Background: an optimization exercise with open tools, aiming at small area and a short achievable clock period. Do not read the settings as production practice.
Function was checked by simulation only, so behaviour that the tests miss may differ from the original.
In every run shown here, the design's own scripts or RTL, not TritonCTS, make the clock network.
The flow treats the clock pin as an ideal source. Dropping or thinning the clock tree relies on that and would not hold on a real chip.
Power figures rest on the tool's default switching activity, not on a simulated workload.

===== config.mk =====
export PLATFORM = sky130hd
export DESIGN_NAME = PelicanMAC
export DESIGN_NICKNAME = PelicanMAC
export VERILOG_FILES = /design/flow/design.v
export SDC_FILE = /design/flow/constraint.sdc
export NUM_CORES = 4
export LEC_CHECK = 0
export CAP_MARGIN = 20
export CORE_MARGIN = 2
export CORE_UTILIZATION = 40
export SETUP_SLACK_MARGIN = 1.9
export SLEW_MARGIN = 20
export SYNTH_HIERARCHICAL = 1
export SYNTH_MINIMUM_KEEP_SIZE = 0
export TNS_END_PERCENT = 5

===== constraint.sdc =====
create_clock -name core_clock -period 3.5 [get_ports {clk}]
set_input_delay 0.7000 -clock core_clock [delete_from_list [all_inputs] [get_ports {clk}]]
set_output_delay 0.7000 -clock core_clock [all_outputs]
set_load 0.01 [all_outputs]

===== design.v =====
module XORmessage(f,s,d,k,r,h,x,e,
                  y);
input  f,s,d,k,r,h,x,e;
output y;
assign y = ((f & r) | (s & h)) ^ ((d & x) | (k & e));
endmodule
module XORmessage0(f,s,d,r,h,x,
                   y);
input  f,s,d,r,h,x;
output y;
assign y = ((f & r) | (s & h)) ^ (d & x);
endmodule
module XORmessage1(f,s,d,r,h,x,e,
                   y);
input  f,s,d,r,h,x,e;
output y;
assign y = ((f & r) | (s & h)) ^ ((d & x) | e);
endmodule
module GS(a3,a2,a1,a0,
          b3,b2,b1,b0);
input  a3,a2,a1,a0;
output b3,b2,b1,b0;
wire t0,t1,t2,t3,s1,s2;
assign t1 = a1 ^ ~(a0 & a2) ^ 1'b1;
assign t0 = a0 ^ ~(t1 & a3) ^ 1'b1;
assign t2 = a2 ^ ~(t0 | t1) ^ 1'b1;
assign t3 = ~(a3 ^ t2);
assign s1 = ~(t1 ^ t3);
assign s2 = t2 ^ ~(t0 & s1) ^ 1'b1;
assign b3 = t0;
assign b1 = s1;
assign b2 = s2;
assign b0 = t3;
endmodule
module SubCells(a0,a1,a2,a3,
                b0,b1,b2,b3);
input [31:0] a0,a1,a2,a3;
output[31:0] b0,b1,b2,b3;
genvar i;
generate
for (i = 0; i < 32; i = i + 1) begin : sb
    GS u(a3[i],a2[i],a1[i],a0[i],b3[i],b2[i],b1[i],b0[i]);
end
endgenerate
endmodule
module PermBits(a0,a1,a2,a3,
                b0,b1,b2,b3);
input [31:0] a0,a1,a2,a3;
output[31:0] b0,b1,b2,b3;
assign b0[0] = a0[0];
assign b0[24] = a0[1];
assign b0[16] = a0[2];
assign b0[8] = a0[3];
assign b0[1] = a0[4];
assign b0[25] = a0[5];
assign b0[17] = a0[6];
assign b0[9] = a0[7];
assign b0[2] = a0[8];
assign b0[26] = a0[9];
assign b0[18] = a0[10];
assign b0[10] = a0[11];
assign b0[3] = a0[12];
assign b0[27] = a0[13];
assign b0[19] = a0[14];
assign b0[11] = a0[15];
assign b0[4] = a0[16];
assign b0[28] = a0[17];
assign b0[20] = a0[18];
assign b0[12] = a0[19];
assign b0[5] = a0[20];
assign b0[29] = a0[21];
assign b0[21] = a0[22];
assign b0[13] = a0[23];
assign b0[6] = a0[24];
assign b0[30] = a0[25];
assign b0[22] = a0[26];
assign b0[14] = a0[27];
assign b0[7] = a0[28];
assign b0[31] = a0[29];
assign b0[23] = a0[30];
assign b0[15] = a0[31];
assign b1[8] = a1[0];
assign b1[0] = a1[1];
assign b1[24] = a1[2];
assign b1[16] = a1[3];
assign b1[9] = a1[4];
assign b1[1] = a1[5];
assign b1[25] = a1[6];
assign b1[17] = a1[7];
assign b1[10] = a1[8];
assign b1[2] = a1[9];
assign b1[26] = a1[10];
assign b1[18] = a1[11];
assign b1[11] = a1[12];
assign b1[3] = a1[13];
assign b1[27] = a1[14];
assign b1[19] = a1[15];
assign b1[12] = a1[16];
assign b1[4] = a1[17];
assign b1[28] = a1[18];
assign b1[20] = a1[19];
assign b1[13] = a1[20];
assign b1[5] = a1[21];
assign b1[29] = a1[22];
assign b1[21] = a1[23];
assign b1[14] = a1[24];
assign b1[6] = a1[25];
assign b1[30] = a1[26];
assign b1[22] = a1[27];
assign b1[15] = a1[28];
assign b1[7] = a1[29];
assign b1[31] = a1[30];
assign b1[23] = a1[31];
assign b2[16] = a2[0];
assign b2[8] = a2[1];
assign b2[0] = a2[2];
assign b2[24] = a2[3];
assign b2[17] = a2[4];
assign b2[9] = a2[5];
assign b2[1] = a2[6];
assign b2[25] = a2[7];
assign b2[18] = a2[8];
assign b2[10] = a2[9];
assign b2[2] = a2[10];
assign b2[26] = a2[11];
assign b2[19] = a2[12];
assign b2[11] = a2[13];
assign b2[3] = a2[14];
assign b2[27] = a2[15];
assign b2[20] = a2[16];
assign b2[12] = a2[17];
assign b2[4] = a2[18];
assign b2[28] = a2[19];
assign b2[21] = a2[20];
assign b2[13] = a2[21];
assign b2[5] = a2[22];
assign b2[29] = a2[23];
assign b2[22] = a2[24];
assign b2[14] = a2[25];
assign b2[6] = a2[26];
assign b2[30] = a2[27];
assign b2[23] = a2[28];
assign b2[15] = a2[29];
assign b2[7] = a2[30];
assign b2[31] = a2[31];
assign b3[24] = a3[0];
assign b3[16] = a3[1];
assign b3[8] = a3[2];
assign b3[0] = a3[3];
assign b3[25] = a3[4];
assign b3[17] = a3[5];
assign b3[9] = a3[6];
assign b3[1] = a3[7];
assign b3[26] = a3[8];
assign b3[18] = a3[9];
assign b3[10] = a3[10];
assign b3[2] = a3[11];
assign b3[27] = a3[12];
assign b3[19] = a3[13];
assign b3[11] = a3[14];
assign b3[3] = a3[15];
assign b3[28] = a3[16];
assign b3[20] = a3[17];
assign b3[12] = a3[18];
assign b3[4] = a3[19];
assign b3[29] = a3[20];
assign b3[21] = a3[21];
assign b3[13] = a3[22];
assign b3[5] = a3[23];
assign b3[30] = a3[24];
assign b3[22] = a3[25];
assign b3[14] = a3[26];
assign b3[6] = a3[27];
assign b3[31] = a3[28];
assign b3[23] = a3[29];
assign b3[15] = a3[30];
assign b3[7] = a3[31];
endmodule
module AddRoundKey(d,u,l,nl,
                   y);
input  d,u,l,nl;
output y;
assign y = (d & l) | (u & nl);
endmodule
module RoundFunction(a,
                     b);
input [127:0] a;
output[127:0] b;
wire [31:0] a0,a1,a2,a3;
wire [31:0] s0,s1,s2,s3;
wire [31:0] p0,p1,p2,p3;
genvar i;
generate
for (i = 0; i < 32; i = i + 1) begin : sl
    assign a0[i] = a[4*i];
    assign a1[i] = a[4*i+1];
    assign a2[i] = a[4*i+2];
    assign a3[i] = a[4*i+3];
    assign b[4*i]   = p0[i];
    assign b[4*i+1] = p1[i];
    assign b[4*i+2] = p2[i];
    assign b[4*i+3] = p3[i];
end
endgenerate
SubCells sc0(a0,a1,a2,a3,
             s0,s1,s2,s3);
PermBits pm0(s0,s1,s2,s3,
             p0,p1,p2,p3);
endmodule
module KeyUpdate(a,
                 b);
input [127:0] a;
output[127:0] b;
wire [31:0] a0,a1,a2,a3;
wire [31:0] b0,b1,b2,b3;
assign a0 = a[31:0];
assign a1 = a[63:32];
assign a2 = a[95:64];
assign a3 = a[127:96];
assign b3[0] = a0[12];
assign b3[1] = a0[13];
assign b3[2] = a0[14];
assign b3[3] = a0[15];
assign b3[4] = a0[0];
assign b3[5] = a0[1];
assign b3[6] = a0[2];
assign b3[7] = a0[3];
assign b3[8] = a0[4];
assign b3[9] = a0[5];
assign b3[10] = a0[6];
assign b3[11] = a0[7];
assign b3[12] = a0[8];
assign b3[13] = a0[9];
assign b3[14] = a0[10];
assign b3[15] = a0[11];
assign b3[16] = a0[18];
assign b3[17] = a0[19];
assign b3[18] = a0[20];
assign b3[19] = a0[21];
assign b3[20] = a0[22];
assign b3[21] = a0[23];
assign b3[22] = a0[24];
assign b3[23] = a0[25];
assign b3[24] = a0[26];
assign b3[25] = a0[27];
assign b3[26] = a0[28];
assign b3[27] = a0[29];
assign b3[28] = a0[30];
assign b3[29] = a0[31];
assign b3[30] = a0[16];
assign b3[31] = a0[17];
assign b0 = a1;
assign b1 = a2;
assign b2 = a3;
assign b = {b3,b2,b1,b0};
endmodule
module PelicanMAC(clk,rst,
             load_iv,
             load_k,
             load_m,
             din,
             dout,
             done);
input             clk,rst;
input             load_iv;
output            load_k;
output            load_m;
input     [127:0] din;
output    [127:0] dout;
output            done;
reg st_i, st_k, st_e, st_p, st_x, st_d;    
reg st_r, st_h, st_nk;                     
reg kc;                                    
reg [1:0] blok;                            
reg second;                                
reg last;                                  
reg lm;                                    
reg [5:0] q;                               
wire last_n = (st_e & (q == 6'd45)) | (st_p & (q == 6'd33));
wire b3     = (blok == 2'd3);
wire n_i = rst;
wire n_k = ~rst & (st_i | (st_k & ~kc) | (st_x & b3));
wire n_e = ~rst & ((st_k & kc) | (st_e & ~last));
wire n_x = ~rst & ((st_e & last & ~second) | (st_p & last));
wire n_p = ~rst & ((st_x & ~b3) | (st_p & ~last));
wire n_d = ~rst & (st_d | (st_e & last & second));
always @(posedge clk) begin
    st_i   <= n_i;
    st_k   <= n_k;
    st_e   <= n_e;
    st_p   <= n_p;
    st_x   <= n_x;
    st_d   <= n_d;
    st_r   <= n_e | n_p;
    st_h   <= n_i | n_k | n_x | n_d;
    st_nk  <= ~n_k;
    kc     <= ~rst & st_k & ~kc;
    blok   <= rst ? 2'd0 : blok + {1'b0, st_x};
    second <= ~rst & (second | (st_x & b3));
    last   <= ~rst & last_n;
    lm     <= ~rst & ((st_e & (q == 6'd45) & ~second) | (st_p & (q == 6'd33)));
    q      <= (st_k | st_x) ? 6'd1 : {q[4:0], ~(q[5] ^ q[4])};
end
assign load_k = st_k;
assign load_m = lm;
assign done   = st_d;
reg  [127:0] s;
reg  [127:0] k;
wire [127:0] sp;
wire [127:0] kuo;
wire rl = st_r & ~load_iv;       
wire hl = st_h & ~load_iv;       
wire xl = st_x | load_iv;        
wire el = st_e & ~load_iv;       
wire pl = st_p & ~load_iv;       
RoundFunction rf0(s, sp);
KeyUpdate ku0(k, kuo);
reg [127:0] kt, ke;
integer m;
always @(*) begin
    kt = 128'd0;
    ke = 128'd0;
    for (m = 0; m < 32; m = m + 1) begin
        kt[4*m+1] = k[m];     ke[4*m+1] = el;
        kt[4*m+2] = k[64+m];  ke[4*m+2] = el;
    end
    for (m = 0; m < 6; m = m + 1) begin
        kt[4*m+3] = q[m];     ke[4*m+3] = rl;
    end
end
wire [127:0] sn, kn;
genvar j;
generate
for (j = 0; j < 128; j = j + 1) begin : sb
    if (j % 4 == 0) begin : c1
        XORmessage1 mx(sp[j], s[j], din[j], rl, hl, xl, pl, sn[j]);
    end else if (j == 127) begin : c2
        XORmessage1 mx(sp[j], s[j], din[j], rl, hl, xl, rl, sn[j]);
    end else if ((j % 4 == 3) && (j / 4 >= 6)) begin : nc
        XORmessage0 mx(sp[j], s[j], din[j], rl, hl, xl, sn[j]);
    end else begin : wc
        XORmessage  mx(sp[j], s[j], din[j], kt[j], rl, hl, xl, ke[j], sn[j]);
    end
    AddRoundKey km(din[j], kuo[j], st_k, st_nk, kn[j]);
end
endgenerate
always @(posedge clk) begin
    s <= sn;
    k <= kn;
end
assign dout = s;
endmodule

===== flow/run.sh =====
#!/bin/bash
# ORFS layout through the standard.sh, with
#  - the standard flow's synthesis script, but ABC mapping for area (flow/synth.tcl),
#  - plain buf_1 cells as port buffers (the resizer upsizes where needed),
#  - a hand-built two-level clock tree of inverters (two inversions keep
#    the clock's polarity; flow/cts_hook.tcl) in place of
#    TritonCTS, for a low clock insertion delay.
set -euo pipefail
here=$(cd "$(dirname "$0")" && pwd)
export BUFFER_PORTS_ARGS="-buffer_cell sky130_fd_sc_hd__buf_1"
export PRE_CTS_TCL="$here/cts_hook.tcl"
export MCTS_RLEV=2 MCTS_LLEV=2
export MCTS_ROOT=sky130_fd_sc_hd__inv_4 MCTS_LEAF=sky130_fd_sc_hd__inv_8
bash standard.sh SYNTH_SCRIPT="$here/synth.tcl" > standard.log 2>&1

===== flow/abc_area.script =====
strash
dch
map -a

===== flow/cts_hook.tcl =====
# PRE_CTS hook: build a shallow, balanced clock tree by hand (see mancts.tcl)
# in place of TritonCTS; the rest of ORFS's CTS step (legalisation, timing
# repair) runs as usual.
source [file join [file dirname [info script]] mancts.tcl]
man_cts $::env(MCTS_RLEV) $::env(MCTS_LLEV) $::env(MCTS_ROOT) $::env(MCTS_LEAF)
set_propagated_clock [all_clocks]
rename clock_tree_synthesis ""
proc clock_tree_synthesis {args} {
  puts "clock_tree_synthesis skipped: clock tree built by cts_hook.tcl"
}
# ORFS's CTS step next clones clock inverters next to each register load;
# the hand-built tree is already final.
rename repair_clock_inverters ""
proc repair_clock_inverters {args} {
  puts "repair_clock_inverters skipped: clock tree built by cts_hook.tcl"
}

===== flow/mancts.tcl =====
# Manual clock tree: the flip-flops are split by balanced recursive bisection
# of their placed positions into 2^(rlev+llev) groups; each group gets a leaf
# buffer at its centre, and each 2^llev neighbouring leaves a root buffer
# driven by the clock port (2^rlev roots). With llev 0 the roots drive the
# flip-flops directly. The cells may be buffers or, with two levels,
# inverters (output pin Y), whose two inversions keep the polarity.
proc man_cts {rlev llev rootcell leafcell} {
  set block [ord::get_db_block]
  set db [ord::get_db]
  set clknet [$block findNet clk]
  set sinks {}
  foreach it [$clknet getITerms] {
    lappend sinks $it
  }
  # positions
  set pts {}
  foreach it $sinks {
    set inst [$it getInst]
    set bb [$inst getBBox]
    lappend pts [list [expr {([$bb xMin]+[$bb xMax])/2}] [expr {([$bb yMin]+[$bb yMax])/2}]]
  }
  # balanced recursive bisection: split along the wider spread
  proc bisect {items levels} {
    if {$levels == 0} { return [list $items] }
    set xs {}; set ys {}
    foreach it $items { lappend xs [lindex $it 0]; lappend ys [lindex $it 1] }
    set xs [lsort -integer $xs]; set ys [lsort -integer $ys]
    set ax [expr {([lindex $xs end] - [lindex $xs 0]) >= ([lindex $ys end] - [lindex $ys 0]) ? 0 : 1}]
    set s [lsort -integer -index $ax $items]
    set h [expr {[llength $s] / 2}]
    return [concat [bisect [lrange $s 0 [expr {$h-1}]] [expr {$levels-1}]] [bisect [lrange $s $h end] [expr {$levels-1}]]]
  }
  proc centre {items} {
    set sx 0; set sy 0
    foreach it $items { incr sx [lindex $it 0]; incr sy [lindex $it 1] }
    set n [llength $items]
    return [list [expr {$sx / $n}] [expr {$sy / $n}]]
  }
  set items {}
  set i 0
  foreach p $pts { lappend items [list [lindex $p 0] [lindex $p 1] $i]; incr i }
  set groups [bisect $items [expr {$rlev + $llev}]]
  set lasg [lrepeat [llength $pts] 0]
  set lcs {}
  set g 0
  foreach grp $groups {
    lappend lcs [centre $grp]
    foreach it $grp { lset lasg [lindex $it 2] $g }
    incr g
  }
  set nleaf [expr {$llev > 0 ? [llength $groups] : 0}]
  set nroot [expr {1 << $rlev}]
  set per [expr {1 << $llev}]
  set rcs {}; set rasg {}
  for {set r 0} {$r < $nroot} {incr r} {
    set sub {}
    for {set l [expr {$r*$per}]} {$l < ($r+1)*$per} {incr l} { lappend sub [lindex $lcs $l]; lappend rasg $r }
    lappend rcs [centre $sub]
  }
  set rootm [$db findMaster $rootcell]
  set leafm [$db findMaster $leafcell]
  # root buffers
  set rnets {}
  for {set r 0} {$r < $nroot} {incr r} {
    set inst [odb::dbInst_create $block $rootm "mcts_root_$r"]
    $inst setLocation [lindex $rcs $r 0] [lindex $rcs $r 1]
    $inst setPlacementStatus PLACED
    set net [odb::dbNet_create $block "mcts_rnet_$r"]
    $net setSigType CLOCK
    [$inst findITerm A] connect $clknet
    [$inst findITerm [expr {[$inst findITerm X] ne "NULL" ? "X" : "Y"}]] connect $net
    lappend rnets $net
  }
  set dnets $rnets
  if {$nleaf > 0} {
    set dnets {}
    for {set l 0} {$l < $nleaf} {incr l} {
      set inst [odb::dbInst_create $block $leafm "mcts_leaf_$l"]
      $inst setLocation [lindex $lcs $l 0] [lindex $lcs $l 1]
      $inst setPlacementStatus PLACED
      set net [odb::dbNet_create $block "mcts_lnet_$l"]
      $net setSigType CLOCK
      [$inst findITerm A] connect [lindex $rnets [lindex $rasg $l]]
      [$inst findITerm [expr {[$inst findITerm X] ne "NULL" ? "X" : "Y"}]] connect $net
      lappend dnets $net
    }
  }
  set i 0
  foreach it $sinks {
    $it disconnect
    $it connect [lindex $dnets [lindex $lasg $i]]
    incr i
  }
}

===== flow/synth.tcl =====
# The standard synthesis script (synth_recipe.tcl), except that ABC maps
# the S-box module GS and the key-input module AddRoundKey first with ORFS's
# speed script, then everything else
# with flow/abc_area.script: area-oriented mapping without ABC's own buffering
# and sizing, which the placer's timing repair does instead. Registers,
# flattening and renaming are exactly as in synth_recipe.tcl.
set ::abc_area_script [file join [file dirname [info script]] abc_area.script]
proc synth {args} { yosys synth -nofsm -noshare {*}$args }
proc abc {args} {
  set i [lsearch -exact $args -script]
  if {$i >= 0} {
    yosys abc {*}$args GS
    yosys abc {*}$args AddRoundKey
    lset args [expr {$i + 1}] $::abc_area_script
  }
  yosys abc {*}$args
}
source $::env(SCRIPTS_DIR)/synth.tcl
# left out here: clear keep_hierarchy, flatten, clean up, hide names made inside functions, write 1_2_yosys.v

===== standard.sh =====
#!/bin/bash
# synth_recipe.tcl (not shown) runs the flow's synth.tcl, then flattens the netlist and writes it again
# the make line also repeats each setting of config.mk as NAME=value (left out here)
make -C /OpenROAD-flow-scripts/flow DESIGN_CONFIG=/design/flow/config.mk WORK_HOME=/design/flow/orfs CLKGATE_MAP_FILE= SYNTH_SCRIPT=/design/flow/synth_recipe.tcl "${@:-finish}"

==> impl_metrics.tcl, run 1 <==
set metrics [dict create \
    dieArea_um2 38900 \
    p_clk_share_pct 16.7 \
    slew_violations 0 \
    ant_nets 0 \
    synthCells 1583 \
    yosysTopAreaCell "dfxtp_1" \
    layout-drive-gt1-share_pct 8.513 \
    wl_mm 53.69 \
    ys_types 23 \
    ctsHoldBuffers 0 \
    synth.most_common_cell "buf_4" \
    path_max_fanout 16 \
    hp-class "flip-flop to flip-flop" \
    syn_area_um2 14940 \
    finalWeightedCongestion 0.8198 \
    synthArstFlopShare_pct 0 \
    setup_viol_count_final 0 \
    synth_fp_nets 1716 \
    synth_top_cell_area_share_pct 37.13 \
    yosys-top-cells-area "dfxtp_1 (37%), buf_4 (14%), a22oi_1 (10%)" \
    syn_area_per_cell_um2 9.435 \
    hpwl_mm 34.21 \
    synth-seq-area-share_pct 37.13 \
    area_delta_synth_final_pct 4.490 \
    num-nets-final 1756 \
    ys_ff_latch 277 \
    critical_path.cell_chain "or2_4, buf_4, a22oi_1, xor2_1" \
    insertion_delay_ps 220 \
    leakage_nw 5.407 \
    power.density_nw_per_um2 532.5 \
    cp.required_ps 3600 \
    yosys-top-cells-count "buf_4 (288), dfxtp_1 (277), a22oi_1 (200), a22o_1 (128), xor2_1 (128)" \
    period_share_pct 49.62 \
    grt_overflow 0 \
    cp_slowest_cell "dfxtp_1" \
    p_int_mw 4.958 \
    die_w_um 197.2 \
    worstSetupPathType "flip-flop to flip-flop" \
    switching_share_pct 40.34 \
    antenna_found_initial 3 \
    grt_pass1_wl_mm 73.52 \
    initial_core_util_pct 40.70 \
    switching_power_mw 3.352 \
    max_cap_viol_count 0 \
    vias 12130 \
    portBuffers 261 \
    endpoint_kind "flip-flop" \
    skew_ps 14.25 \
    grt_usage_pct 25.01 \
    finalHoldViolCount 0 \
    via_per_inst 5.801 \
    cp-start-kind "flip-flop" \
    ys_warn_count 7 \
    synth_edf_count 0 \
    num_rows 70 \
    drt_iter0_markers 1127 \
    pin_count 262 \
    critPathMaxStageDelay_ps 620 \
    core_area_um2 36700 \
    tns_ps 0 \
    drtPass1Iterations 5 \
    run_status "finished clean" \
    timing.final.crit_period_ps 1737 \
    grt_start_max_net_pins 83 \
    seqPwrFrac_pct 54.2 \
    wire_per_inst_um 25.69 \
    ir_drop_uv 189.8 \
    clk_pin_slew_ps 100 \
    drcViolationCount 0 \
    worstMarginPinSlew_ps 615.3 \
    fp.dieH_um 197.2 \
    critPathTopFamily "flip-flops" \
    synth_flop_cell "dfxtp_1" \
    power_frac_comb_pct 29.1 \
    utilization_pct 42.53 \
    first_global_vias 10880 \
    rsz0062_at_grt "yes" \
    max_freq_mhz 575.8 \
    maxSlewHeadroom_pct 58.98 \
    arrival_ps 1840 \
    crit_buf_inv 1 \
]
[state kept, by name (all words and copies together), names as in the netlist, 2 cells and up]
| name | count |
|---|---|
| blok | 2 |
| q | 6 |
| s | 128 |
| k | 128 |
[cell families after synthesis]
| family | after synthesis | synth area share (%) |
|---|---|---|
| DFF | 277 | 37.13 |
| muxes | 64 | 4.289 |
| xor gates and xnor gates | 224 | 13.14 |
| AOI/OAI and AO/OA | 496 | 23.77 |
| and+or+nand+nor | 217 | 6.660 |
| buffers and inverters | 303 | 14.85 |
| adders and majority gates | 2 | 0.1675 |
[power groups by stage]
stage / logic (mW) / registers (mW) / clock network [mW]
after floorplan: 2.59 / 4.28 / 0
after global placement: 2.24 / 4.51 / 0
after detailed placement: 2.26 / 4.53 / 0
after CTS: 2.34 / 4.46 / 1.42
after global routing: 2.62 / 4.58 / 1.53
final: 2.42 / 4.50 / 1.39
[final timing paths]
| check | start | to | slack, ps | cells after the start |
|---|---|---|---|---|
| min reg2reg | k[47]$_DFF_P_ | k[15]$_DFF_P_ | 440 | 1 |
| max | st_x$_DFF_P_ | s[117]$_DFF_P_ | 1760 | 4 |
| max reg2reg | st_x$_DFF_P_ | s[117]$_DFF_P_ | 1760 | 4 |
| min | k[47]$_DFF_P_ | k[15]$_DFF_P_ | 440 | 1 |
[cells in the final DEF (no fill, tap or decap), drive strengths merged]
cell / Yosys / final
buf: 288 / 290
o21ai: 32 / 32
mux2i: 64 / 64
a21boi: 1 / 1
or2: 2 / 4
o211ai: 32 / 32
inv: 0 / 20
dfxtp: 277 / 277
xnor2: 96 / 96
a22o: 128 / 128
nand2: 90 / 90
xor2: 128 / 128
o21a: 1 / 1
nor3: 3 / 3
nand3b: 32 / 32
clkbuf: 0 / 12
diode: 0 / 1
ha: 2 / 2
a21oi: 101 / 101
nand4: 3 / 3
bufbuf: 0 / 1
a22oi: 200 / 200
clkinv: 15 / 15
nand3: 32 / 32
and3: 1 / 1
a31oi: 1 / 1
nor2: 54 / 55
[final cells by class]
class / count / area (um2)
sequential: 277 / 5605
tap: 468 / 585.6
fill: 3656 / 21090
multi-input combinational: 1006 / 7351
antenna: 1 / 2.502
inverter: 35 / 261.5
timing repair buffer: 303 / 1800
[repair_timing]
| action | 4_1_cts | 5_1_grt |
|---|---|---|
| setup endpoints to repair | 249 | 257 |
| gates cloned | 8 | 12 |
| gates resized for setup | 23 | 62 |
| pin swaps | 4 | 7 |
| setup buffers | 7 | 7 |
[metrics by stage]
step / cells / hold slack (ps) / setup WS (ps) / total power [mW] / cell area, um2
after global placement: 2035 / 422.9 / 1059 / 6.755 / 14560
final: 2090 / 441.1 / 1763 / 8.310 / 15610
after CTS: 2070 / 439.2 / 1754 / 8.222 / 15120
after floorplan: 1583 / 415.9 / 760.5 / 6.875 / 14950
after global routing: 2090 / 458.0 / 1757 / 8.722 / 15610
after detailed placement: 2035 / 423.1 / 1001 / 6.789 / 14560
[modules after synthesis (local to each module, per instance), a selection]
module	area (um2)	cells inside
XORmessage	23.77	3
PermBits	960.9	128
KeyUpdate	960.9	128
XORmessage0	20.02	3
XORmessage1	21.27	3
AddRoundKey	8.758	1
GS	100.1	15
PelicanMAC	5823	335
[metal layers]
metal | vias up | GRT usage (%) | share of wire (%)
met4 | 4 | 3.314 | 1.9
met1 | 5921 | 36.09 | 44
met5 | - | 0 | 0.047
met2 | 546 | 41.00 | 46
met3 | 59 | 2.903 | 8.2
li1 | 5595 | - | -
==> run 2: changes to the inputs <==
--- a/config.mk
+++ b/config.mk
@@ -14,2 +14,2 @@
 export SYNTH_MINIMUM_KEEP_SIZE = 0
-export TNS_END_PERCENT = 5
+export TNS_END_PERCENT = 20
==> impl_metrics.tcl, run 2 <==
set metrics [dict create \
    run_status "finished clean" \
    cp-startpoint "load_iv" \
    synthCells 1583 \
    grt_overflow 0 \
    ant_nets 0 \
    timing.hold.ws_ps 446.5 \
    dp.cells 2034 \
    final_cells 2128 \
    dieArea_um2 38900 \
    hold_path_end "k[93]$_DFF_P_" \
    slew_violations 0 \
    skew_ps 13.23 \
    synth_flop_cell "dfxtp_1" \
    worstSetupPathType "primary input to flip-flop" \
    endpoint_kind "flip-flop" \
    path_max_fanout 8 \
    period_share_pct 49.33 \
    ctsHoldBuffers 0 \
    r2r_start "st_nk$_DFF_P_" \
    ir_drop_uv 197.4 \
    max_cap_viol_count 0 \
    synth.most_common_cell "buf_4" \
    synth_edf_count 0 \
    cp.required_ps 3610 \
    crit_buf_inv 6 \
    setup_ws_ps 1773 \
    wire_per_inst_um 27.08 \
    drcViolationCount 0 \
    hp-class "flip-flop to flip-flop" \
    total_power_mw 8.511 \
    ys_warn_count 7 \
    yosysTopAreaCell "dfxtp_1" \
    core_area_um2 36700 \
    num-nets-final 1794 \
    tns_ps 0 \
    die_w_um 197.2 \
    syn_area_um2 14940 \
    pin_count 262 \
    grt_pass1_wl_mm 78.72 \
    drtPass1Iterations 6 \
    synth_top_cell_area_share_pct 37.13 \
    layout-drive-gt1-share_pct 13.50 \
    initial_core_util_pct 40.70 \
    yosys-top-cells-count "buf_4 (288), dfxtp_1 (277), a22oi_1 (200), a22o_1 (128), xor2_1 (128)" \
    num_rows 70 \
    vias 12550 \
    synth_fp_nets 1716 \
    finalHoldViolCount 0 \
    drt_iter0_markers 1104 \
    wl_mm 57.62 \
    cp-start-kind "primary input" \
    finalWeightedCongestion 0.8458 \
    setup_viol_count_final 0 \
    timing.final.crit_period_ps 1727 \
    max_freq_mhz 579.2 \
    yosys-top-cells-area "dfxtp_1 (37%), buf_4 (14%), a22oi_1 (10%)" \
    rsz0062_at_grt "yes" \
    grt_usage_pct 27.12 \
    cpMostUsedCell "buf_12" \
    clk_pin_slew_ps 90 \
    area_delta_synth_final_pct 12.63 \
    critPathMaxStageDelay_ps 180 \
    synthArstFlopShare_pct 0 \
    top_regs "k: 128 flops, s: 128 flops, q: 6 flops" \
    ys_ff_latch 277 \
    fp.dieH_um 197.2 \
    cp_slowest_cell "xor2_1" \
    grt_start_max_net_pins 78 \
    min_delay_path_depth 1 \
    insertion_delay_ps 220 \
    final_common_cell "buf_1" \
    critical_path.cell_chain "buf_12, buf_12, nor2_4, buf_12, buf_12, buf_6, buf_16, a22oi_1, xor2_1" \
    leakage_nw 5.834 \
    syn_area_per_cell_um2 9.435 \
    first_global_vias 11600 \
    ys_types 23 \
    dp_slack_ps 1111 \
    layout_common_cells "buf_1 (254), dfxtp_1 (242), a22oi_1 (132)" \
    power.density_nw_per_um2 506.0 \
    arrival_ps 1840 \
    rr_endpoint "k[84]$_DFF_P_" \
    portBuffers 261 \
    synth-seq-area-share_pct 37.13 \
    antenna_found_initial 4 \
    hold_start "k[125]$_DFF_P_" \
    worstMarginPinSlew_ps 686.2 \
    critPathTopFamily "buffers and inverters" \
    rr_worst_depth 2 \
    hpwl_mm 34.25 \
    r2r_slack_ps 1830 \
    maxSlewHeadroom_pct 54.26 \
    via_per_inst 5.899 \
]
-- run 2: cell counts after synthesis --
Identical to the previous run, type by type.
-- run 2: final cells by class --
type	count	area, um2
Antenna cell	1	2.502
Timing Repair Buffer	343	2745
Tap cell	468	585.6
Fill cell	3547	19880
Multi-Input combinational cell	1004	7579
Inverter	35	261.5
Sequential cell	277	5649
-- run 2: worst max path at each step --
stage / to / depth (start not counted) / slack, ps
after floorplan: s[0]$_DFF_P_ / 3 / 760
after global placement: s[106]$_DFF_P_ / 5 / 1160
after detailed placement: s[11]$_DFF_P_ / 5 / 1110
after CTS: dout[11] / 1 / 1750
after global routing: s[20]$_DFF_P_ / 9 / 1750
final: s[72]$_DFF_P_ / 9 / 1770
-- run 2: what timing repair did --
| action | CTS | global route |
|---|---|---|
| buffers inserted | 28 | 5 |
| gates resized for setup | 91 | 110 |
| pin swaps | 15 | 11 |
| setup endpoints to repair | 264 | 259 |
| cloned | 25 | 15 |
-- run 2: routing by layer --
layer | vias to the layer above | GRT usage, % | wire (um)
li1 | 5680 | - | -
met1 | 6203 | 38.00 | 24800
met2 | 586 | 44.29 | 26570
met3 | 79 | 3.927 | 4801
met4 | 6 | 5.681 | 1411
met5 | - | 0 | 42
-- run 2: per-module statistics from Yosys, one instance, submodules excluded, a selection --
module | flip-flops and latches | area [um2] | cells | times used
PelicanMAC | 277 | 5823 | 335 | 1
KeyUpdate | 0 | 960.9 | 128 | 1
PermBits | 0 | 960.9 | 128 | 1
GS | 0 | 100.1 | 15 | 32
XORmessage | 0 | 23.77 | 3 | 70
XORmessage1 | 0 | 21.27 | 3 | 33
XORmessage0 | 0 | 20.02 | 3 | 25
AddRoundKey | 0 | 8.758 | 1 | 128
-- run 2: power breakdown --
group	leakage (nW)	switching, mW	total, mW	internal (mW)
clock network	0.115	1.21	1.40	0.182
logic	3.38	1.38	2.59	1.21
registers	2.34	0.877	4.53	3.65
-- run 2: metrics by stage --
stage,util [%],cell area [um2]
after floorplan,-,14950
after global placement,39.61,14540
after detailed placement,39.61,14540
after CTS,43.86,16100
after global routing,45.84,16820
final,45.84,16820
-- run 2: cells by family after synthesis --
family	share of synthesized area [%]
AOI/OAI and AO/OA	23.77
xor gates and xnor gates	13.14
adders and majority gates	0.1675
buffers and inverters	14.85
DFF	37.13
muxes	4.289
and+or+nand+nor	6.660
==> run 3: changes to the inputs <==
--- a/config.mk
+++ b/config.mk
@@ -9,4 +9,4 @@
 export CORE_MARGIN = 2
-export CORE_UTILIZATION = 40
-export SETUP_SLACK_MARGIN = 1.9
+export CORE_UTILIZATION = 38
+export SETUP_SLACK_MARGIN = 1.8
 export SLEW_MARGIN = 20
@@ -14,2 +14 @@
 export SYNTH_MINIMUM_KEEP_SIZE = 0
-export TNS_END_PERCENT = 20
==> impl_metrics.tcl, run 3 <==
set metrics [dict create \
    hpwl_mm 35.78 \
    synth.mux.area_fraction_pct 4.289 \
    synth_edf_count 0 \
    die_w_um 202.3 \
    power.density_nw_per_um2 532.1 \
    cp_slowest_cell "bufbuf_16" \
    layout-drive-gt1-share_pct 12.76 \
    grt_start_max_net_pins 81 \
    ir_drop_uv 193.5 \
    synthCells 1583 \
    ys_ff_latch 277 \
    setup_viol_count_final 0 \
    finalHoldViolCount 0 \
    synth.most_common_cell "buf_4" \
    max_cap_viol_count 0 \
    syn_area_per_cell_um2 9.435 \
    synthXorXnorAreaFrac_pct 13.14 \
    cp-start-kind "primary input" \
    final_common_cell "buf_1" \
    rsz0062_at_grt "yes" \
    skew_ps 16.12 \
    grt_pass1_wl_mm 73.65 \
    critPathMaxStageDelay_ps 340 \
    cp.required_ps 3640 \
    setup_ws_ps 1779 \
    pin_count 262 \
    fp.dieH_um 202.3 \
    top_regs "k: 128 flops, s: 128 flops, q: 6 flops" \
    synth-compound-area-share_pct 23.77 \
    antenna_found_initial 4 \
    synth_top_family_by_area "compound AO/OA/AOI/OAI gates" \
    synth_flop_cell "dfxtp_1" \
    drt_iter0_markers 870 \
    worstSetupPathType "primary input to flip-flop" \
    drcViolationCount 0 \
    ys_types 23 \
    maxSlewHeadroom_pct 62.12 \
    final_cell_area_um2 15570 \
    via_per_inst 5.601 \
    ant_nets 0 \
    arrival_ps 1860 \
    leakage_nw 5.280 \
    slew_violations 0 \
    vias 11900 \
    area_delta_synth_final_pct 4.247 \
    timing.final.crit_period_ps 1721 \
    num-nets-final 1741 \
    layout_common_cells "buf_1 (259), dfxtp_1 (198), a22oi_1 (147)" \
    yosysTopAreaCell "dfxtp_1" \
    path_max_fanout 34 \
    yosys-top-cells-area "dfxtp_1 (37%), buf_4 (14%), a22oi_1 (10%)" \
    insertion_delay_ps 220 \
    dieArea_um2 40910 \
    period_share_pct 49.17 \
    initial_core_util_pct 38.56 \
    wire_per_inst_um 24.15 \
    grt_overflow 0 \
    post_dp_cell_area_um2 14670 \
    drtPass1Iterations 5 \
    finalWeightedCongestion 0.8207 \
    synthArstFlopShare_pct 0 \
    ctsHoldBuffers 0 \
    synth_fp_nets 1716 \
    wl_mm 51.33 \
    first_global_vias 11020 \
    tns_ps 0 \
    grt_usage_pct 23.43 \
    yosys.area_share.simple_pct 6.660 \
    num_rows 72 \
    synth-seq-area-share_pct 37.13 \
    syn_area_um2 14940 \
    ys_warn_count 7 \
    portBuffers 261 \
    synthAdderAreaFrac_pct 0.1675 \
    worstMarginPinSlew_ps 568.3 \
    synth_top_cell_area_share_pct 37.13 \
    core_area_um2 38740 \
    clk_pin_slew_ps 100 \
    max_freq_mhz 581.0 \
    endpoint_kind "flip-flop" \
    yosys-top-cells-count "buf_4 (288), dfxtp_1 (277), a22oi_1 (200), a22o_1 (128), xor2_1 (128)" \
    critical_path.cell_chain "buf_6, or2_4, bufbuf_16, a21oi_1, xor2_1" \
    hp-class "flip-flop to flip-flop" \
    dp_slack_ps 997.9 \
    run_status "finished clean" \
]
==> run 3: cell counts after synthesis <==
Identical to the previous run, type by type.
==> run 3: layout make-up <==
type,count,area (um2)
fillers,3957,23170
multi-input cells,1004,7531
flip-flops and latches,277,5649
repair buffers,290,1478
well taps,518,648.1
inverters,35,261.5
diodes,1,2.502
==> run 3: kinds of logic after synthesis <==
| group | after synthesis |
|---|---|
| AOI/OAI and AO/OA | 496 |
| buffers and inverters | 303 |
| DFF | 277 |
| xor gates and xnor gates | 224 |
| and+or+nand+nor | 217 |
| muxes | 64 |
| adders and majority gates | 2 |
==> run 3: worst max-delay path: cells and delay by family <==
kind                   cells  cell delay (ps)
buffers and inverters      2              470
AND/OR/NAND/NOR            1              290
AO/OA/AOI/OAI              1              190
XOR/XNOR                   1              170
==> run 3: repair_timing <==
action                     CTS  global route
cloned                       3             2
resized for setup           49           111
pin swaps                    6             5
setup endpoints to repair  157           114
hold endpoints to repair     0             0
buffers inserted             9             1
==> run 3: per-module statistics from Yosys, one instance, submodules excluded, a selection <==
module,times used,cells
PelicanMAC,1,335
KeyUpdate,1,128
PermBits,1,128
GS,32,15
XORmessage,70,3
XORmessage1,33,3
XORmessage0,25,3
AddRoundKey,128,1
==> run 3: final timing paths <==
check | end | start | cells past startpoint | slack, ps
max | s[96]$_DFF_P_ | load_iv | 5 | 1780
min reg2reg | k[15]$_DFF_P_ | k[47]$_DFF_P_ | 1 | 440
min | k[15]$_DFF_P_ | k[47]$_DFF_P_ | 1 | 440
max reg2reg | s[96]$_DFF_P_ | st_x$_DFF_P_ | 4 | 1810
==> run 3: where the power goes <==
part	switching (mW)	total, mW	leakage [nW]	internal [mW]
combinational	1.26	2.37	2.83	1.10
sequential	0.868	4.53	2.34	3.66
clock	1.20	1.39	0.115	0.182
==> run 3: per-layer routing <==
metal	global-route usage, %	wire (um)
met3	3.144	3167
met1	32.89	23060
met4	3.650	1005
met5	0	42
met2	38.92	24060
==> run 3: metrics by stage <==
step	hold WS (ps)	total power [mW]	utilization, %	cells
floorplan	415.9	6.870	-	1583
global placement	423.0	6.770	37.88	2089
detailed placement	424.5	6.815	37.88	2089
CTS	442.3	8.230	39.12	2121
global route	456.9	8.721	40.19	2125
finish	437.0	8.285	40.19	2125
==> run 4: changes to the inputs <==
--- a/flow/run.sh
+++ b/flow/run.sh
@@ -12,3 +12,3 @@
 export MCTS_RLEV=2 MCTS_LLEV=2
-export MCTS_ROOT=sky130_fd_sc_hd__inv_4 MCTS_LEAF=sky130_fd_sc_hd__inv_8
+export MCTS_ROOT=sky130_fd_sc_hd__inv_6 MCTS_LEAF=sky130_fd_sc_hd__inv_8
 bash standard.sh SYNTH_SCRIPT="$here/synth.tcl" > standard.log 2>&1
--- a/config.mk
+++ b/config.mk
@@ -9,3 +9,3 @@
 export CORE_MARGIN = 2
-export CORE_UTILIZATION = 38
+export CORE_UTILIZATION = 40
 export SETUP_SLACK_MARGIN = 1.8
==> impl_metrics.tcl, run 4 <==
set metrics [dict create \
    grt_usage_pct 24.88 \
    crit_buf_inv 3 \
    critical_path.cell_chain "buf_6, nor2_4, buf_4, clkbuf_16, a22oi_1, xor2_1" \
    core_area_um2 36700 \
    p_int_mw 4.953 \
    timing.final.crit_period_ps 1694 \
    hpwl_mm 34.59 \
    clk_pin_slew_ps 100 \
    endpoint_kind "flip-flop" \
    finalHoldViolCount 0 \
    layout_common_cells "buf_1 (259), dfxtp_1 (242), a22oi_1 (189)" \
    layout-drive-gt1-share_pct 7.059 \
    worstMarginPinSlew_ps 742.3 \
    yosys-top-cells-count "buf_4 (288), dfxtp_1 (277), a22oi_1 (200), a22o_1 (128), xor2_1 (128)" \
    synth_edf_count 0 \
    synth.most_common_cell "buf_4" \
    hold_start "k[61]$_DFF_P_" \
    syn_area_um2 14940 \
    yosys-top-cells-area "dfxtp_1 (37%), buf_4 (14%), a22oi_1 (10%)" \
    synth_top_cell_area_share_pct 37.13 \
    cp_slowest_cell "clkbuf_16" \
    period_share_pct 48.39 \
    ys_ff_latch 277 \
    total_power_mw 8.293 \
    hold_path_end "k[29]$_DFF_P_" \
    rsz0062_at_grt "yes" \
    die_w_um 197.2 \
    rr_endpoint "s[113]$_DFF_P_" \
    ys_types 23 \
    utilization_pct 41.80 \
    finalWeightedCongestion 0.8180 \
    synth-seq-area-share_pct 37.13 \
    r2r_start "s[72]$_DFF_P_" \
    synthCells 1583 \
    cp-start-kind "primary input" \
    maxSlewHeadroom_pct 50.51 \
    max_freq_mhz 590.5 \
    ant_nets 0 \
    r2r_slack_ps 1900 \
    skew_ps 19.13 \
    ys_warn_count 7 \
    min_delay_path_depth 1 \
    num_rows 70 \
    switching_share_pct 40.27 \
    vias 12080 \
    num-nets-final 1750 \
    drcViolationCount 0 \
    critPathMaxStageDelay_ps 230 \
    grt_start_max_net_pins 78 \
    initial_core_util_pct 40.70 \
    slew_violations 0 \
    setup_viol_count_final 0 \
    syn_area_per_cell_um2 9.435 \
    pin_count 262 \
    power.density_nw_per_um2 540.6 \
    ctsHoldBuffers 0 \
    top_regs "k: 128 flops, s: 128 flops, q: 6 flops" \
    area_delta_synth_final_pct 2.714 \
    synth_fp_nets 1716 \
    synth_flop_cell "dfxtp_1" \
    wl_mm 52.83 \
    path_max_fanout 19 \
    arrival_ps 1750 \
    p_clk_share_pct 16.9 \
    hp-class "flip-flop to flip-flop" \
    drtPass1Iterations 5 \
    portBuffers 261 \
    grt_overflow 0 \
    final_common_cell "buf_1" \
    max_cap_viol_count 0 \
    insertion_delay_ps 180 \
    ir_drop_uv 249.1 \
    yosysTopAreaCell "dfxtp_1" \
    synthArstFlopShare_pct 0 \
    leakage_nw 5.318 \
    worstSetupPathType "primary input to flip-flop" \
    seqPwrFrac_pct 54.2 \
    first_global_vias 10970 \
    cp.required_ps 3560 \
    run_status "finished clean" \
    rr_worst_depth 4 \
    via_per_inst 5.795 \
    drt_iter0_markers 1084 \
    fp.dieH_um 197.2 \
    antenna_found_initial 1 \
    grt_pass1_wl_mm 72.97 \
    wire_per_inst_um 25.35 \
    power_frac_comb_pct 28.9 \
    dieArea_um2 38900 \
    switching_power_mw 3.340 \
    critPathTopFamily "buffers and inverters" \
    tns_ps 0 \
]
[run 4: cell types whose count changed in the layout (fill, tap and decap cells not counted), moves of 6 or more]
cell	before	now
dfxtp_2	77	33
a21oi_2	13	0
a22oi_2	53	11
clkbuf_16	1	7
buf_12	13	6
buf_4	6	12
dfxtp_1	198	242
a21oi_1	87	101
a22oi_1	147	189
[run 4: kinds of logic after synthesis]
| group | Yosys count | synth area share (%) |
|---|---|---|
| mux | 64 | 4.289 |
| xor+xnor | 224 | 13.14 |
| simple gates | 217 | 6.660 |
| fa+ha+maj | 2 | 0.1675 |
| compound gates | 496 | 23.77 |
| flops | 277 | 37.13 |
| buf+inv | 303 | 14.85 |
[run 4: area by class of cell]
type / count / area (um2)
sequential: 277 / 5594
inverter: 35 / 271.5
timing repair buffer: 298 / 1618
multi-input combinational: 1005 / 7269
tap: 468 / 585.6
antenna: 1 / 2.502
fill: 3676 / 21360
[run 4: modules after synthesis (local to each module, per instance), excerpt]
module / flops+latches / cells / area [um2]
AddRoundKey: 0 / 1 / 8.758
GS: 0 / 15 / 100.1
KeyUpdate: 0 / 128 / 960.9
PelicanMAC: 277 / 335 / 5823
PermBits: 0 / 128 / 960.9
XORmessage: 0 / 3 / 23.77
XORmessage0: 0 / 3 / 20.02
XORmessage1: 0 / 3 / 21.27
[run 4: what timing repair did]
item / 4_1_cts / 5_1_grt
gates resized for setup: 24 / 42
endpoints found under the setup margin: 189 / 150
gates cloned: 3 / 8
pin swaps: 2 / 2
setup buffers: 7 / 6
[run 4: power groups by stage]
| stage | clock network (mW) | registers, mW | logic (mW) |
|---|---|---|---|
| after floorplan | 0 | 4.28 | 2.59 |
| after global placement | 0 | 4.53 | 2.22 |
| after detailed placement | 0 | 4.55 | 2.24 |
| after CTS | 1.43 | 4.47 | 2.34 |
| after global routing | 1.54 | 4.58 | 2.59 |
| final | 1.40 | 4.50 | 2.40 |
[run 4: metal layers]
metal / global-route usage (%) / part of all wire, % / vias to the layer above / routed length (um)
met5: 0 / 0 / - / 0
met1: 34.70 / 44 / 5969 / 23300
li1: - / - / 5568 / -
met3: 4.183 / 7.6 / 71 / 3999
met2: 39.70 / 46 / 469 / 24140
met4: 6.683 / 2.6 / 0 / 1386
[run 4: per-stage QoR]
step	worst slack, ps	hold slack [ps]	cells	instance area (um2)
2_1_floorplan	760.5	415.9	1583	14960
3_3_place_gp	1214	421.9	2039	14550
3_5_place_dp	1135	424.4	2039	14550
4_1_cts	1771	441.2	2069	15000
5_1_grt	1796	453.2	2084	15340
6_report	1806	443.0	2084	15340
[run 4: worst max path at each step]
stage | startpoint | to | slack [ps] | cells past startpoint
floorplan | load_iv | s[0]$_DFF_P_ | 760 | 3
global placement | load_iv | s[117]$_DFF_P_ | 1210 | 5
detailed placement | load_iv | s[117]$_DFF_P_ | 1130 | 5
CTS | load_iv | s[74]$_DFF_P_ | 1770 | 5
global route | load_iv | s[19]$_DFF_P_ | 1800 | 5
finish | load_iv | s[17]$_DFF_P_ | 1810 | 6
==> run 5: changes to the inputs <==
--- a/flow/run.sh
+++ b/flow/run.sh
@@ -11,4 +11,4 @@
 export PRE_CTS_TCL="$here/cts_hook.tcl"
-export MCTS_RLEV=2 MCTS_LLEV=2
-export MCTS_ROOT=sky130_fd_sc_hd__inv_6 MCTS_LEAF=sky130_fd_sc_hd__inv_8
+export MCTS_RLEV=2 MCTS_LLEV=3
+export MCTS_ROOT=sky130_fd_sc_hd__inv_4 MCTS_LEAF=sky130_fd_sc_hd__inv_4
 bash standard.sh SYNTH_SCRIPT="$here/synth.tcl" > standard.log 2>&1
==> impl_metrics.tcl, run 5 <==
set metrics [dict create \
    run_status "finished clean" \
    p_int_mw 4.944 \
    clk_pin_slew_ps 90 \
    drtPass1Iterations 5 \
    layout_common_cells "buf_1 (257), dfxtp_1 (192), a22oi_1 (186)" \
    cp-start-kind "primary input" \
    setup_viol_count_final 0 \
    synth_top_cell_area_share_pct 37.13 \
    grt_pass1_wl_mm 73.50 \
    finalWeightedCongestion 0.8180 \
    layout-drive-gt1-share_pct 10.85 \
    wl_mm 51.57 \
    cp.required_ps 3610 \
    hpwl_mm 34.59 \
    die_w_um 197.2 \
    switching_power_mw 3.372 \
    synthCells 1583 \
    setup_ws_ps 1789 \
    grt_overflow 0 \
    vias 11930 \
    max_freq_mhz 584.4 \
    final_common_cell "buf_1" \
    wire_per_inst_um 24.65 \
    path_max_fanout 16 \
    endpoint_kind "flip-flop" \
    seqPwrFrac_pct 54.3 \
    drt_iter0_markers 977 \
    ir_drop_uv 205.7 \
    ys_warn_count 7 \
    top_regs "k: 128 flops, s: 128 flops, q: 6 flops" \
    pin_count 262 \
    grt_start_max_net_pins 78 \
    num_rows 70 \
    switching_share_pct 40.55 \
    power_frac_comb_pct 28.5 \
    hold_start "k[96]$_DFF_P_" \
    yosys-top-cells-count "buf_4 (288), dfxtp_1 (277), a22oi_1 (200), a22o_1 (128), xor2_1 (128)" \
    num-nets-final 1757 \
    hold_path_end "k[64]$_DFF_P_" \
    initial_core_util_pct 40.70 \
    synth_edf_count 0 \
    synth.most_common_cell "buf_4" \
    first_global_vias 11080 \
    synth_flop_cell "dfxtp_1" \
    cpMostUsedCell "buf_4" \
    arrival_ps 1820 \
    insertion_delay_ps 240 \
    ctsHoldBuffers 0 \
    worstSetupPathType "primary input to flip-flop" \
    power.density_nw_per_um2 545.3 \
    yosysTopAreaCell "dfxtp_1" \
    p_clk_share_pct 17.2 \
    max_cap_viol_count 0 \
    worstMarginPinSlew_ps 753.5 \
    hp-class "flip-flop to flip-flop" \
    leakage_nw 5.296 \
    r2r_slack_ps 1950 \
    finalHoldViolCount 0 \
    dieArea_um2 38900 \
    period_share_pct 48.89 \
    slew_violations 0 \
    syn_area_um2 14940 \
    rr_worst_depth 4 \
    r2r_start "s[106]$_DFF_P_" \
    synth-seq-area-share_pct 37.13 \
    ys_types 23 \
    yosys-top-cells-area "dfxtp_1 (37%), buf_4 (14%), a22oi_1 (10%)" \
    cp_slowest_cell "buf_6" \
    tns_ps 0 \
    antenna_found_initial 2 \
    rsz0062_at_grt "yes" \
    skew_ps 29.36 \
    synthArstFlopShare_pct 0 \
    core_area_um2 36700 \
    critical_path.cell_chain "buf_4, nor2_4, buf_4, buf_6, a22oi_1, xor2_1" \
    dp_slack_ps 1135 \
    drcViolationCount 0 \
    ys_ff_latch 277 \
    grt_usage_pct 25.13 \
    fp.dieH_um 197.2 \
    utilization_pct 41.55 \
    ant_nets 0 \
    min_delay_path_depth 1 \
    critPathMaxStageDelay_ps 290 \
    via_per_inst 5.703 \
    maxSlewHeadroom_pct 49.77 \
    area_delta_synth_final_pct 2.103 \
    portBuffers 261 \
    rr_endpoint "s[121]$_DFF_P_" \
    timing.final.crit_period_ps 1711 \
    syn_area_per_cell_um2 9.435 \
    synth_fp_nets 1716 \
]
[run 5: cell types whose count changed in the layout (fill, tap and decap cells not counted), moves of 2 or more]
| cell | before | now |
|---|---|---|
| dfxtp_1 | 242 | 192 |
| dfxtp_2 | 33 | 82 |
| inv_4 | 0 | 36 |
| inv_8 | 16 | 0 |
| clkbuf_16 | 7 | 2 |
| inv_6 | 4 | 0 |
| a22oi_1 | 189 | 186 |
| a22oi_2 | 11 | 14 |
| buf_1 | 259 | 257 |
| buf_16 | 6 | 4 |
| buf_8 | 3 | 1 |
| clkbuf_2 | 1 | 3 |
[run 5: how the worst max path moves through the flow]
stage,startpoint,endpoint,slack [ps],cells past startpoint
after floorplan,load_iv,s[0]$_DFF_P_,760,3
after global placement,load_iv,s[117]$_DFF_P_,1210,5
after detailed placement,load_iv,s[117]$_DFF_P_,1130,5
after CTS,load_iv,s[69]$_DFF_P_,1800,5
after global routing,load_iv,s[25]$_DFF_P_,1780,5
final,load_iv,s[6]$_DFF_P_,1790,6
[run 5: timing repair]
item	CTS	global route
endpoints found under the hold margin	0	0
gates resized for setup	43	68
endpoints found under the setup margin	213	121
gates cloned	4	2
pin swaps	2	1
setup buffers	9	0
[run 5: kinds of logic after synthesis]
family	after synthesis	synth area share [%]
buffers and inverters	303	14.85
and+or+nand+nor	217	6.660
adders and majority gates	2	0.1675
muxes	64	4.289
DFF	277	37.13
xor gates and xnor gates	224	13.14
AOI/OAI and AO/OA	496	23.77
[run 5: routing by layer]
layer,vias up,track usage [%],part of all wire [%]
li1,5583,-,-
met4,0,7.407,3.0
met1,5814,35.23,44
met2,458,39.51,45
met3,75,4.303,7.9
met5,-,0,0
[run 5: Yosys stat by module, one instance, submodules excluded, a selection]
module / area, um2 / flip-flops and latches
XORmessage0: 20.02 / 0
XORmessage1: 21.27 / 0
AddRoundKey: 8.758 / 0
PermBits: 960.9 / 0
XORmessage: 23.77 / 0
GS: 100.1 / 0
PelicanMAC: 5823 / 277
KeyUpdate: 960.9 / 0
[run 5: worst max-delay path: cells and delay by family]
family / cells / cell delay (ps)
AOI/OAI and AO/OA: 1 / 130
xor gates and xnor gates: 1 / 170
buffers and inverters: 3 / 680
and+or+nand+nor: 1 / 130
[run 5: final cells by class]
class | count | area, um2
well taps | 468 | 585.6
multi-input cells | 1004 | 7276
inverters | 51 | 281.5
flip-flops and latches | 277 | 5659
diodes | 2 | 5.005
fillers | 3712 | 21450
repair buffers | 290 | 1443
[run 5: metrics by stage]
stage                     cells  power, mW  instance area (um2)  hold slack [ps]
after floorplan            1583      6.870                14960            415.9
after global placement     2039      6.752                14550            421.9
after detailed placement   2039      6.792                14550            424.4
after CTS                  2088      8.293                15070            427.9
after global routing       2092      8.760                15250            439.4
final                      2092      8.316                15250            433.4
[run 5: power groups by stage]
stage | sequential [mW] | clock, mW | combinational, mW
after floorplan | 4.28 | 0 | 2.59
after global placement | 4.53 | 0 | 2.22
after global routing | 4.60 | 1.59 | 2.57
final | 4.52 | 1.43 | 2.37
after CTS | 4.48 | 1.47 | 2.35
after detailed placement | 4.55 | 0 | 2.24
==> run 6: changes to the inputs <==
--- a/flow/run.sh
+++ b/flow/run.sh
@@ -9,6 +9,6 @@
 here=$(cd "$(dirname "$0")" && pwd)
-export BUFFER_PORTS_ARGS="-buffer_cell sky130_fd_sc_hd__buf_1"
+export BUFFER_PORTS_ARGS="-buffer_cell sky130_fd_sc_hd__buf_2"
 export PRE_CTS_TCL="$here/cts_hook.tcl"
-export MCTS_RLEV=2 MCTS_LLEV=3
-export MCTS_ROOT=sky130_fd_sc_hd__inv_4 MCTS_LEAF=sky130_fd_sc_hd__inv_4
+export MCTS_RLEV=2 MCTS_LLEV=2
+export MCTS_ROOT=sky130_fd_sc_hd__inv_4 MCTS_LEAF=sky130_fd_sc_hd__inv_8
 bash standard.sh SYNTH_SCRIPT="$here/synth.tcl" > standard.log 2>&1
==> impl_metrics.tcl, run 6 <==
set metrics [dict create \
    run_status "finished clean" \
    hpwl_mm 34.24 \
    worstMarginPinSlew_ps 701.4 \
    maxSlewHeadroom_pct 53.24 \
    via_per_inst 5.814 \
    yosys-top-cells-area "dfxtp_1 (37%), buf_4 (14%), a22oi_1 (10%)" \
    worstSetupPathType "primary input to flip-flop" \
    ctsHoldBuffers 0 \
    total_power_mw 8.337 \
    dp_slack_ps 1224 \
    layout_common_cells "buf_2 (260), dfxtp_1 (220), a22oi_1 (187)" \
    cp.required_ps 3650 \
    grt_overflow 0 \
    drt_iter0_markers 1135 \
    grt_usage_pct 25.29 \
    cp-start-kind "primary input" \
    hold_path_end "k[18]$_DFF_P_" \
    wire_per_inst_um 25.18 \
    synth.mux.area_fraction_pct 4.289 \
    finalHoldViolCount 0 \
    yosys.area_share.simple_pct 6.660 \
    ys_ff_latch 277 \
    vias 12100 \
    slew_violations 0 \
    dp.cells 2035 \
    period_share_pct 49.83 \
    die_w_um 197.2 \
    initial_core_util_pct 40.70 \
    finalWeightedCongestion 0.8195 \
    setup_viol_count_final 0 \
    critPathTopFamily "buffers and inverters" \
    ys_warn_count 7 \
    leakage_nw 6.047 \
    rr_endpoint "s[102]$_DFF_P_" \
    num_rows 70 \
    path_max_fanout 8 \
    critPathMaxStageDelay_ps 350 \
    yosysTopAreaCell "dfxtp_1" \
    insertion_delay_ps 220 \
    area_delta_synth_final_pct 4.440 \
    setup_ws_ps 1756 \
    power.density_nw_per_um2 534.5 \
    synthAdderAreaFrac_pct 0.1675 \
    timing.final.crit_period_ps 1744 \
    grt_start_max_net_pins 78 \
    cp_slowest_cell "or2_4" \
    drcViolationCount 0 \
    layout-drive-gt1-share_pct 24.47 \
    synth_fp_nets 1716 \
    synth_top_cell_area_share_pct 37.13 \
    max_freq_mhz 573.4 \
    synth-compound-area-share_pct 23.77 \
    ant_nets 0 \
    r2r_slack_ps 1890 \
    first_global_vias 11060 \
    rr_worst_depth 4 \
    synth.most_common_cell "buf_4" \
    synthArstFlopShare_pct 0 \
    min_delay_path_depth 1 \
    syn_area_um2 14940 \
    pin_count 262 \
    hp-class "flip-flop to flip-flop" \
    wl_mm 52.40 \
    critical_path.cell_chain "buf_4, or2_4, buf_4, a22oi_2, xor2_1" \
    syn_area_per_cell_um2 9.435 \
    core_area_um2 36700 \
    final_cells 2081 \
    cpMostUsedCell "buf_4" \
    final_common_cell "buf_2" \
    tns_ps 0 \
    max_cap_viol_count 0 \
    hold_start "k[50]$_DFF_P_" \
    drtPass1Iterations 5 \
    rsz0062_at_grt "yes" \
    portBuffers 261 \
    endpoint_kind "flip-flop" \
    grt_pass1_wl_mm 74.19 \
    ir_drop_uv 166.8 \
    antenna_found_initial 6 \
    synth_flop_cell "dfxtp_1" \
    synthCells 1583 \
    top_regs "k: 128 flops, s: 128 flops, q: 6 flops" \
    synthXorXnorAreaFrac_pct 13.14 \
    yosys-top-cells-count "buf_4 (288), dfxtp_1 (277), a22oi_1 (200), a22o_1 (128), xor2_1 (128)" \
    r2r_start "st_x$_DFF_P_" \
    synth_top_family_by_area "compound AO/OA/AOI/OAI gates" \
    dieArea_um2 38900 \
    synth_edf_count 0 \
    arrival_ps 1900 \
    synth-seq-area-share_pct 37.13 \
    clk_pin_slew_ps 100 \
    fp.dieH_um 197.2 \
    skew_ps 10.61 \
    utilization_pct 42.51 \
    crit_buf_inv 2 \
    ys_types 23 \
    num-nets-final 1741 \
]
==> run 6: cell families (layout without fill, tap and decap cells) <==
family / after synthesis / in the layout
flip-flops: 277 / 277
other: 0 / 7
multiplexers: 64 / 64
buffers and inverters: 303 / 325
XOR/XNOR: 224 / 224
adder cells (fa/ha/maj): 2 / 2
AO/OA/AOI/OAI: 496 / 496
AND/OR/NAND/NOR: 217 / 218
==> run 6: how the worst max path moves through the flow <==
stage,start,end,slack [ps],cells after the start
final,load_iv,s[46]$_DFF_P_,1760,5
after detailed placement,load_iv,s[22]$_DFF_P_,1220,5
after floorplan,load_iv,s[0]$_DFF_P_,760,3
after global placement,load_iv,s[122]$_DFF_P_,1230,5
after global routing,load_iv,s[6]$_DFF_P_,1760,5
after CTS,load_iv,s[81]$_DFF_P_,1710,5
==> run 6: timing repair <==
action                                  4_1_cts  5_1_grt
setup buffers                                10        1
pin swaps                                     1        2
gates resized for setup                      33       54
gates cloned                                  5        3
endpoints found under the setup margin      151      156
==> run 6: layout make-up <==
| cell class | instances | area (um2) |
|---|---|---|
| fillers | 3616 | 21100 |
| well taps | 468 | 585.6 |
| multi-input cells | 1004 | 7297 |
| inverters | 35 | 261.5 |
| repair buffers | 290 | 1815 |
| flip-flops and latches | 277 | 5622 |
| diodes | 7 | 17.52 |
==> run 6: per-layer routing <==
metal  part of all wire, %  global-route usage [%]  vias up
met5                 0.048                       0        -
met4                   2.4                   5.820        4
met3                   8.1                   4.251       63
met2                    45                   40.78      518
met1                    44                   35.28     5962
li1                      -                       -     5552
==> run 6: modules after synthesis, one instance, submodules excluded, a selection <==
module / flip-flops and latches / area (um2)
AddRoundKey: 0 / 8.758
GS: 0 / 100.1
KeyUpdate: 0 / 960.9
PelicanMAC: 277 / 5823
PermBits: 0 / 960.9
XORmessage: 0 / 23.77
XORmessage0: 0 / 20.02
XORmessage1: 0 / 21.27
==> run 6: metrics by stage <==
stage / instance area (um2) / hold slack, ps
after global placement: 14850 / 423.8
after detailed placement: 14850 / 424.6
final: 15600 / 442.0
after global routing: 15590 / 463.8
after CTS: 15360 / 443.5
after floorplan: 14960 / 415.9
==> run 6: report_power, final <==
group,internal (mW),switching [mW]
sequential,3.65,0.834
combinational,1.18,1.29
clock,0.181,1.20
==> run 7: changes to the inputs <==
--- a/config.mk
+++ b/config.mk
@@ -10,3 +10,3 @@
 export CORE_UTILIZATION = 40
-export SETUP_SLACK_MARGIN = 1.8
+export SETUP_SLACK_MARGIN = 1.85
 export SLEW_MARGIN = 20
==> impl_metrics.tcl, run 7 <==
set metrics [dict create \
    switching_share_pct 40.93 \
    critPathTopFamily "buffers and inverters" \
    timing.final.crit_period_ps 1791 \
    antenna_found_initial 5 \
    hpwl_mm 34.41 \
    arrival_ps 1920 \
    hp-class "flip-flop to flip-flop" \
    grt_overflow 0 \
    ys_types 23 \
    cp_slowest_cell "or2_4" \
    seqPwrFrac_pct 52.3 \
    final_common_cell "buf_2" \
    synthCells 1583 \
    first_global_vias 11430 \
    drtPass1Iterations 5 \
    drt_iter0_markers 1287 \
    num-nets-final 1792 \
    die_w_um 197.2 \
    wire_per_inst_um 29.14 \
    cp.required_ps 3630 \
    fill_cells 3445 \
    yosys-top-cells-count "buf_4 (288), dfxtp_1 (277), a22oi_1 (200), a22o_1 (128), xor2_1 (128)" \
    pin_count 262 \
    seq_area_um2 5697 \
    ys_ff_latch 277 \
    multiInputGateArea_um2 8118 \
    synth_fp_nets 1716 \
    ir_drop_uv 177.0 \
    gr-usage-met2_pct 44.68 \
    cpMostUsedCell "buf_12" \
    fp.dieH_um 197.2 \
    critical_path.cell_chain "buf_12, or2_4, buf_12, buf_12, buf_16, a22oi_2, xor2_1" \
    core_area_um2 36700 \
    ys_warn_count 7 \
    setup_viol_count_final 0 \
    crit_buf_inv 4 \
    yosys-top-cells-area "dfxtp_1 (37%), buf_4 (14%), a22oi_1 (10%)" \
    rsz0062_at_grt "yes" \
    clk_pin_slew_ps 100 \
    grt_start_max_net_pins 83 \
    layout-drive-gt1-share_pct 40.07 \
    area_delta_synth_final_pct 18.91 \
    use_met3_pct 6.027 \
    cp-start-kind "primary input" \
    num_rows 70 \
    slew_violations 0 \
    max_freq_mhz 558.3 \
    grt_usage_pct 28.19 \
    syn_area_um2 14940 \
    critPathMaxStageDelay_ps 300 \
    ant_nets 0 \
    initial_core_util_pct 40.70 \
    power_frac_comb_pct 31.9 \
    p_int_mw 5.193 \
    grt_busiest_layer "met2" \
    p_clk_share_pct 15.9 \
    synth_edf_count 0 \
    insertion_delay_ps 220 \
    period_share_pct 51.17 \
    run_status "finished clean" \
    finalHoldViolCount 0 \
    vias 12870 \
    syn_area_per_cell_um2 9.435 \
    power.density_nw_per_um2 495.0 \
    yosysTopAreaCell "dfxtp_1" \
    drcViolationCount 0 \
    tns_ps 0 \
    post_dp_cell_area_um2 14840 \
    via_per_inst 6.044 \
    max_cap_viol_count 0 \
    synth_top_cell_area_share_pct 37.13 \
    synth.most_common_cell "buf_4" \
    switching_power_mw 3.599 \
    dieArea_um2 38900 \
    wl_mm 62.07 \
    synth-seq-area-share_pct 37.13 \
    maxSlewHeadroom_pct 56.40 \
    synth_flop_cell "dfxtp_1" \
    grt_pass1_wl_mm 80.29 \
    layout_common_cells "buf_2 (260), dfxtp_1 (162), a22oi_2 (158)" \
    leakage_nw 6.682 \
    endpoint_kind "flip-flop" \
    worstSetupPathType "primary input to flip-flop" \
    portBuffers 261 \
    path_max_fanout 8 \
    global_route.usage.met1_pct 37.90 \
    final_cell_area_um2 17760 \
    worstMarginPinSlew_ps 654.1 \
    skew_ps 19.25 \
    top_regs "k: 128 flops, s: 128 flops, q: 6 flops" \
    finalWeightedCongestion 0.8091 \
    synthArstFlopShare_pct 0 \
]
-- run 7: cell count changes in the layout (fill, tap and decap cells not counted), moves of 11 or more --
cell and change:
a21oi_1 -11, a22oi_1 -145, a22oi_2 +145, buf_12 +12, buf_16 +21, clkbuf_16 +17, dfxtp_1 -58, dfxtp_2 +57
-- run 7: metrics by stage --
step	worst slack, ps	instances	util, %	power, mW	hold slack, ps
final	1709	2130	48.39	8.792	442.1
after global routing	1676	2129	48.39	9.150	455.6
after CTS	1721	2094	44.51	8.435	443.9
after detailed placement	1211	2034	40.43	6.863	425.4
after global placement	1221	2034	40.43	6.819	422.4
after floorplan	760.5	1583	-	6.867	415.9
-- run 7: path summary, 6_finish.rpt --
kind	startpoint	slack (ps)	to	cells after the start
max	load_iv	1710	s[61]$_DFF_P_	7
min	k[61]$_DFF_P_	440	k[29]$_DFF_P_	1
max reg2reg	st_x$_DFF_P_	1900	s[61]$_DFF_P_	6
min reg2reg	k[61]$_DFF_P_	440	k[29]$_DFF_P_	1
-- run 7: final cells by class --
class | count | share of cell area [%]
inverter | 35 | 1.472
sequential | 277 | 32.08
tap | 468 | 3.297
multi-input combinational | 1003 | 45.71
timing repair buffer | 342 | 17.37
antenna | 5 | 0.07045
-- run 7: timing repair --
action                                 in CTS  in global routing
resized for setup                         150                201
endpoints found under the hold margin       0                  0
cloned                                     24                 22
setup endpoints to repair                 238                175
pin swaps                                  13                 29
setup buffers                              16                  9
hold buffers                                0                  0
-- run 7: cell families after synthesis --
kind of cell	count (synthesis)	synth area share (%)
AOI/OAI and AO/OA	496	23.77
and+or+nand+nor	217	6.660
xor gates and xnor gates	224	13.14
buffers and inverters	303	14.85
muxes	64	4.289
DFF	277	37.13
adders and majority gates	2	0.1675
-- run 7: modules after synthesis, one instance, submodules excluded, excerpt --
module       flip-flops and latches  area, um2
AddRoundKey                       0      8.758
KeyUpdate                         0      960.9
PelicanMAC                      277       5823
PermBits                          0      960.9
XORmessage0                       0      20.02
XORmessage1                       0      21.27
-- run 7: routing by layer --
layer	vias to the layer above	wire length [um]
li1	5682	-
met1	6328	25100
met2	703	27650
met3	159	6243
met4	2	3059
met5	-	13
-- run 7: power by group through the flow --
| stage | Clock [mW] | Combinational (mW) | Sequential [mW] |
|---|---|---|---|
| after floorplan | 0 | 2.58 | 4.28 |
| after detailed placement | 0 | 2.33 | 4.54 |
| after global placement | 0 | 2.30 | 4.52 |
| after CTS | 1.40 | 2.53 | 4.50 |
| final | 1.39 | 2.80 | 4.59 |
| after global routing | 1.52 | 2.97 | 4.66 |
-- run 7: worst reg2reg max path: cells and delay by family, from the launching register on --
| kind | cells | cell delay [ps] |
|---|---|---|
| buffers and inverters | 3 | 450 |
| AO/OA/AOI/OAI | 1 | 200 |
| XOR/XNOR | 1 | 170 |
| AND/OR/NAND/NOR | 1 | 350 |
| flip-flops | 1 | 370 |

[re-timing with driven ports]
In the flow no input, the clock included, has a driving cell. The finished layouts below were timed again as built, in two steps. Step 1: set_driving_cell puts a clkbuf_16 on clk and a buf_2 on each other input, an assumption about the parent block. Step 2 times the ports against the registers' clock, not the clock port: input delays grow and output delays shrink by t, the midpoint of the rising clock arrivals with the driver on. Three values: ideal ports, drivers, drivers and shift; two values: the first two.
run	t, ns	setup WS [ns]	worst register clock-pin slew, ns	worst data-port slew with drivers (ns)
run 1	0.330	1.763 / 1.677 / 1.558	0.10 / 0.10	0.10
run 2	0.335	1.773 / 1.661 / 1.504	0.10 / 0.10	0.08
run 3	0.331	1.779 / 1.720 / 1.529	0.10 / 0.10	0.09
run 4	0.310	1.806 / 1.677 / 1.596	0.10 / 0.10	0.10
run 5	0.341	1.789 / 1.693 / 1.536	0.10 / 0.10	0.09
run 6	0.330	1.756 / 1.714 / 1.510	0.10 / 0.10	0.09
run 7	0.331	1.709 / 1.718 / 1.453	0.11 / 0.11	0.10
After both steps every run listed still meets setup and hold. The setup slack of run 2, which loses most, moves by -0.112 ns with the drivers and by -0.269 ns with both steps.
